From an optimization exercise on the open Yosys and OpenROAD flow, aimed at small area; shortcuts taken in it are not production practice. In this exercise RTL edits were held to simulation tests only and were not proved equivalent to the original. Power is estimated from default activity; no workload was simulated.

== purple ==
==> flow/design.v <==
module uart_rx (
    input clk,
    input rst_n,
    input rx,
    output reg bit_out,        
    output wire [2:0] bit_idx,
    output wire bit_ok,        
    output wire valid          
);
    localparam [3:0] PHASE_IDLE = 4'b0001, PHASE_VALID = 4'b0000, PHASE_START = 4'b0110;
    localparam [8:0] LFSR_END  = 9'h0ee;
    localparam [8:0] LFSR_MASK = 9'h17f;     
    localparam [8:0] LFSR_IDLE = 9'h031;     
    reg [3:0] phase;
    reg [8:0] lfsr;
    reg rx_sync1, rx_sync2;
    always @(posedge clk or negedge rst_n) begin
        if (!rst_n) begin
            rx_sync1 <= 1'b1;
            rx_sync2 <= 1'b1;
        end else begin
            rx_sync1 <= rx;
            rx_sync2 <= rx_sync1;
        end
    end
    wire sample = ((lfsr & LFSR_MASK) == (LFSR_END & LFSR_MASK));
    wire idle   = (phase[3:1] == 3'b000);    
    assign bit_ok  = phase[3];
    assign bit_idx = phase[2:0];
    assign valid   = (phase == PHASE_VALID);
    always @(posedge clk or negedge rst_n) begin
        if (!rst_n) begin
            phase <= PHASE_IDLE;
        end else begin
            if (idle) begin
                phase <= rx_sync2 ? PHASE_IDLE : PHASE_START;
            end else if (sample) begin
                if ((phase == PHASE_START || phase == 4'b1111) && (rx_sync2 ^ phase[3]))
                    phase <= PHASE_IDLE;
                else
                    phase <= phase + 4'd1;
            end
        end
    end
    always @(posedge clk) begin
        if (sample) bit_out <= rx_sync2;
        if (idle)
            lfsr <= LFSR_IDLE;
        else
            lfsr <= {lfsr[7], lfsr[6], lfsr[5], lfsr[4], lfsr[3], lfsr[2], lfsr[1], lfsr[0] ^ sample, lfsr[8] ^ lfsr[3]};
    end
endmodule
module uart_tx (
    input clk,
    input rst_n,
    input trigger,           
    input bit_in,
    input bit_load,
    output wire [2:0] bit_idx,
    output reg tx,
    output wire busy
);
    localparam [3:0] PHASE_IDLE = 4'b0010, PHASE_START = 4'b0111;
    localparam [8:0] LFSR_END  = 9'h0ee;
    localparam [8:0] LFSR_MASK = 9'h17f;     
    localparam [8:0] LFSR_IDLE = 9'h077;     
    reg [3:0] phase;
    reg [8:0] lfsr;
    reg next_bit;
    wire hit  = ((lfsr & LFSR_MASK) == (LFSR_END & LFSR_MASK));
    wire idle = (phase == PHASE_IDLE);
    assign busy    = !idle;
    assign bit_idx = phase[2:0];
    always @(posedge clk or negedge rst_n) begin
        if (!rst_n) begin
            phase <= PHASE_IDLE;
            tx    <= 1'b1;
        end else begin
            if (idle) begin
                if (trigger) phase <= PHASE_START;
            end else if (hit) begin
                phase <= phase + 4'd1;
                tx <= phase[3] ? next_bit : !phase[2];
            end
        end
    end
    always @(posedge clk) begin
        if (bit_load) next_bit <= bit_in;
        if (idle)
            lfsr <= LFSR_IDLE;
        else
            lfsr <= {lfsr[7], lfsr[6], lfsr[5], lfsr[4], lfsr[3], lfsr[2], lfsr[1], lfsr[0] ^ hit, lfsr[8] ^ lfsr[3]};
    end
endmodule
module uart_string_loopback (
    input  wire clk,
    input  wire rst_n,
    input  wire rx,
    output wire tx
);
reg [255:0] ring;
reg [2:0] bit_pos;
reg [4:0] write_rel;     
reg [4:0] read_rel;      
wire rx_bit, rx_bit_ok, rx_valid;
wire [2:0] rx_idx, tx_idx;
wire tx_busy;
wire slot_end = (bit_pos == 3'd7);
wire at_w = (write_rel == 5'd0);
wire at_r = (read_rel == 5'd0);
wire after_w = (write_rel == 5'd31);
reg buffer_nonempty;
reg buffer_full;
wire push    = rx_valid && !buffer_full;
wire trigger = !tx_busy && buffer_nonempty;
wire write_en = rx_bit_ok && at_w && (bit_pos == rx_idx);
wire read_en  = at_r && (bit_pos == tx_idx);
uart_rx uart_rx_inst (
    .clk(clk),
    .rst_n(rst_n),
    .rx(rx),
    .bit_out(rx_bit),
    .bit_idx(rx_idx),
    .bit_ok(rx_bit_ok),
    .valid(rx_valid)
);
uart_tx uart_tx_inst (
    .clk(clk),
    .rst_n(rst_n),
    .trigger(trigger),
    .bit_in(ring[7]),
    .bit_load(read_en),
    .bit_idx(tx_idx),
    .tx(tx),
    .busy(tx_busy)
);
always @(posedge clk)
    ring <= {ring[254:0], write_en ? rx_bit : ring[255]};
always @(posedge clk or negedge rst_n) begin
    if (!rst_n) begin
        bit_pos         <= 3'd0;
        write_rel       <= 5'd0;
        read_rel        <= 5'd0;
        buffer_nonempty <= 1'b0;
        buffer_full     <= 1'b0;
    end else begin
        bit_pos <= bit_pos + 3'd1;
        if (push && !slot_end)
            write_rel <= write_rel + 5'd1;
        else if (!push && slot_end)
            write_rel <= write_rel - 5'd1;
        if (trigger && !slot_end)
            read_rel <= read_rel + 5'd1;
        else if (!trigger && slot_end)
            read_rel <= read_rel - 5'd1;
        if (push)
            buffer_nonempty <= 1'b1;
        else if (at_w)
            buffer_nonempty <= !at_r;
        if (trigger)
            buffer_full <= 1'b0;
        else if (after_w)
            buffer_full <= at_r;
    end
end
endmodule
==> flow/config.mk <==
export PLATFORM = sky130hd
export DESIGN_NAME = uart_string_loopback
export DESIGN_NICKNAME = uart_string_loopback
export VERILOG_FILES = /design/flow/design.v
export SDC_FILE = /design/flow/constraint.sdc
export NUM_CORES = 4
export LEC_CHECK = 0
export CAP_MARGIN = 20
export CORE_MARGIN = 2
export CORE_UTILIZATION = 70
export SLEW_MARGIN = 20
==> flow/constraint.sdc <==
create_clock -name core_clock -period 20.0 [get_ports {clk}]
set_input_delay 4.0000 -clock core_clock [delete_from_list [all_inputs] [get_ports {clk}]]
set_output_delay 4.0000 -clock core_clock [all_outputs]
set_load 0.01 [all_outputs]
standard.sh (not shown) runs the stock make flow with config.mk's settings and CLKGATE_MAP_FILE= SYNTH_SCRIPT=/design/flow/synth_recipe.tcl, a recipe that flattens the netlist after the stock synthesis.
==> flow/flow/run.sh <==
#!/bin/bash
# The standard layout, with three changes:
# - after the standard synthesis, its combinational gates are re-mapped for
#   area (flow/resynth.ys); the flip-flops stay exactly as synthesised;
# - clock tree synthesis adds no dummy loads and uses clkbuf_4;
# - port buffers are buf_2.
set -euo pipefail
export CTS_ARGS="-sink_clustering_enable -repair_clock_nets -buf_list sky130_fd_sc_hd__clkbuf_4 -sink_clustering_size 12 -sink_clustering_max_diameter 40 -dont_use_dummy_load"
export BUFFER_PORTS_ARGS="-buffer_cell sky130_fd_sc_hd__buf_2"
R=orfs/results/$FLOW_PLATFORM/uart_string_loopback/base
LIB=$FLOW_HOME/platforms/sky130hd/lib/sky130_fd_sc_hd__tt_025C_1v80.lib

bash standard.sh synth > standard_synth.log 2>&1
cp $R/1_2_yosys.v standard_synth_netlist.v
sed -e "s#LIB_FILE#$LIB#g" -e "s#NETLIST_IN#standard_synth_netlist.v#" \
    -e "s#NETLIST_OUT#$R/1_2_yosys.v#" -e "s#TOP_NAME#$FLOW_TOP#" flow/resynth.ys > resynth.ys
yosys -s resynth.ys > resynth.log 2>&1
rm -f $R/1_synth.odb $R/1_synth.sdc
bash standard.sh synth > standard_synth_odb.log 2>&1
bash standard.sh > standard.log 2>&1
==> flow/flow/area.abc <==
strash; dch -f; amap; strash; dch -f; amap
==> flow/flow/resynth.ys <==
# Re-map the combinational logic of the standard synthesis for area.
# Every flip-flop instance is kept as it is (a black box here), with its name
# and cell type; only the gates between them are rebuilt.
read_liberty -ignore_miss_func LIB_FILE
blackbox =sky130_fd_sc_hd__df* =sky130_fd_sc_hd__edf* =sky130_fd_sc_hd__sdf* =sky130_fd_sc_hd__sedf* =sky130_fd_sc_hd__dl*
read_verilog NETLIST_IN
hierarchy -top TOP_NAME
stat -liberty LIB_FILE
flatten
opt -purge
abc -liberty LIB_FILE -dont_use *lpflow* -dont_use *probe* -script flow/area.abc
opt_clean -purge
hilomap -singleton -hicell sky130_fd_sc_hd__conb_1 HI -locell sky130_fd_sc_hd__conb_1 LO
insbuf -buf sky130_fd_sc_hd__buf_4 A X
splitnets
opt_clean -purge
stat -liberty LIB_FILE
write_verilog -noattr -noexpr -nohex -nodec NETLIST_OUT
For blue, these inputs were changed with respect to purple:
--- a/flow/design.v
+++ b/flow/design.v
@@ -9,7 +9,6 @@
 );
     localparam [3:0] PHASE_IDLE = 4'b0001, PHASE_VALID = 4'b0000, PHASE_START = 4'b0110;
-    localparam [8:0] LFSR_END  = 9'h0ee;
-    localparam [8:0] LFSR_MASK = 9'h17f;     
-    localparam [8:0] LFSR_IDLE = 9'h031;     
+    localparam [8:0] LFSR_END  = 9'h1ee;
+    localparam [8:0] LFSR_IDLE = 9'h11c;     
     reg [3:0] phase;
     reg [8:0] lfsr;
@@ -24,5 +23,5 @@
         end
     end
-    wire sample = ((lfsr & LFSR_MASK) == (LFSR_END & LFSR_MASK));
+    wire sample = (lfsr == LFSR_END);
     wire idle   = (phase[3:1] == 3'b000);    
     assign bit_ok  = phase[3];
@@ -48,5 +47,5 @@
             lfsr <= LFSR_IDLE;
         else
-            lfsr <= {lfsr[7], lfsr[6], lfsr[5], lfsr[4], lfsr[3], lfsr[2], lfsr[1], lfsr[0] ^ sample, lfsr[8] ^ lfsr[3]};
+            lfsr <= {lfsr[7:0], lfsr[8] ^ lfsr[4] ^ sample};
     end
 endmodule
@@ -62,11 +61,10 @@
 );
     localparam [3:0] PHASE_IDLE = 4'b0010, PHASE_START = 4'b0111;
-    localparam [8:0] LFSR_END  = 9'h0ee;
-    localparam [8:0] LFSR_MASK = 9'h17f;     
-    localparam [8:0] LFSR_IDLE = 9'h077;     
+    localparam [8:0] LFSR_END  = 9'h1ee;
+    localparam [8:0] LFSR_IDLE = 9'h1f7;     
     reg [3:0] phase;
     reg [8:0] lfsr;
     reg next_bit;
-    wire hit  = ((lfsr & LFSR_MASK) == (LFSR_END & LFSR_MASK));
+    wire hit  = (lfsr == LFSR_END);
     wire idle = (phase == PHASE_IDLE);
     assign busy    = !idle;
@@ -90,5 +88,5 @@
             lfsr <= LFSR_IDLE;
         else
-            lfsr <= {lfsr[7], lfsr[6], lfsr[5], lfsr[4], lfsr[3], lfsr[2], lfsr[1], lfsr[0] ^ hit, lfsr[8] ^ lfsr[3]};
+            lfsr <= {lfsr[7:0], lfsr[8] ^ lfsr[4] ^ hit};
     end
 endmodule
[summary]
From blue to purple, final setup violation count did not move at all. Relative to purple, post-route minimum period decreased by 9.2 ps in blue. NOTE x dimension of the die purple->blue increased slightly. When the final numbers for purple and blue were put side by side, the fraction of area in registers turned out to be greater in purple. Looking at purple and blue, the internal power of the cells is a wash. Synthesized cell count delta (blue -> purple): insignificant. Count of buffers not belonging to the clock network in the layout: blue vs purple identical. blue vs purple on final area: blue is the higher one. In blue, fraction of layout instances using a drive strength above 1 is higher than in purple. blue against purple: clock transition time at the flip-flop clock pins of the worst setup and hold paths did not really move; setup slack higher.

-- re-timing with driven ports --
The results above use ideal ports. As a check the final layouts listed here were re-extracted and re-timed, cells and wires unchanged.
Step 1 (the two cells are an assumption about what drives the block):
set clk [get_ports {clk}]
set_driving_cell -lib_cell sky130_fd_sc_hd__clkbuf_16 $clk
set_driving_cell -lib_cell sky130_fd_sc_hd__buf_2 [delete_from_list [all_inputs] $clk]
Step 2, shift: input delay + t, output delay - t, t = (earliest + latest rising clock arrival at the registers) / 2. This alone moves slack from input paths to output paths.
Three values: ideal, step 1, step 2; two values: the first two.
run | t (ns) | setup slack, ns | worst hold slack (ns) | worst register clock-pin slew, ns
purple | 0.602 | 14.762 / 14.731 / 15.333 | 0.318 / 0.318 / 0.318 | 0.12 / 0.12
blue | 0.621 | 14.771 / 14.743 / 15.363 | 0.277 / 0.277 / 0.277 | 0.12 / 0.12
After both steps every run listed still meets setup and hold.
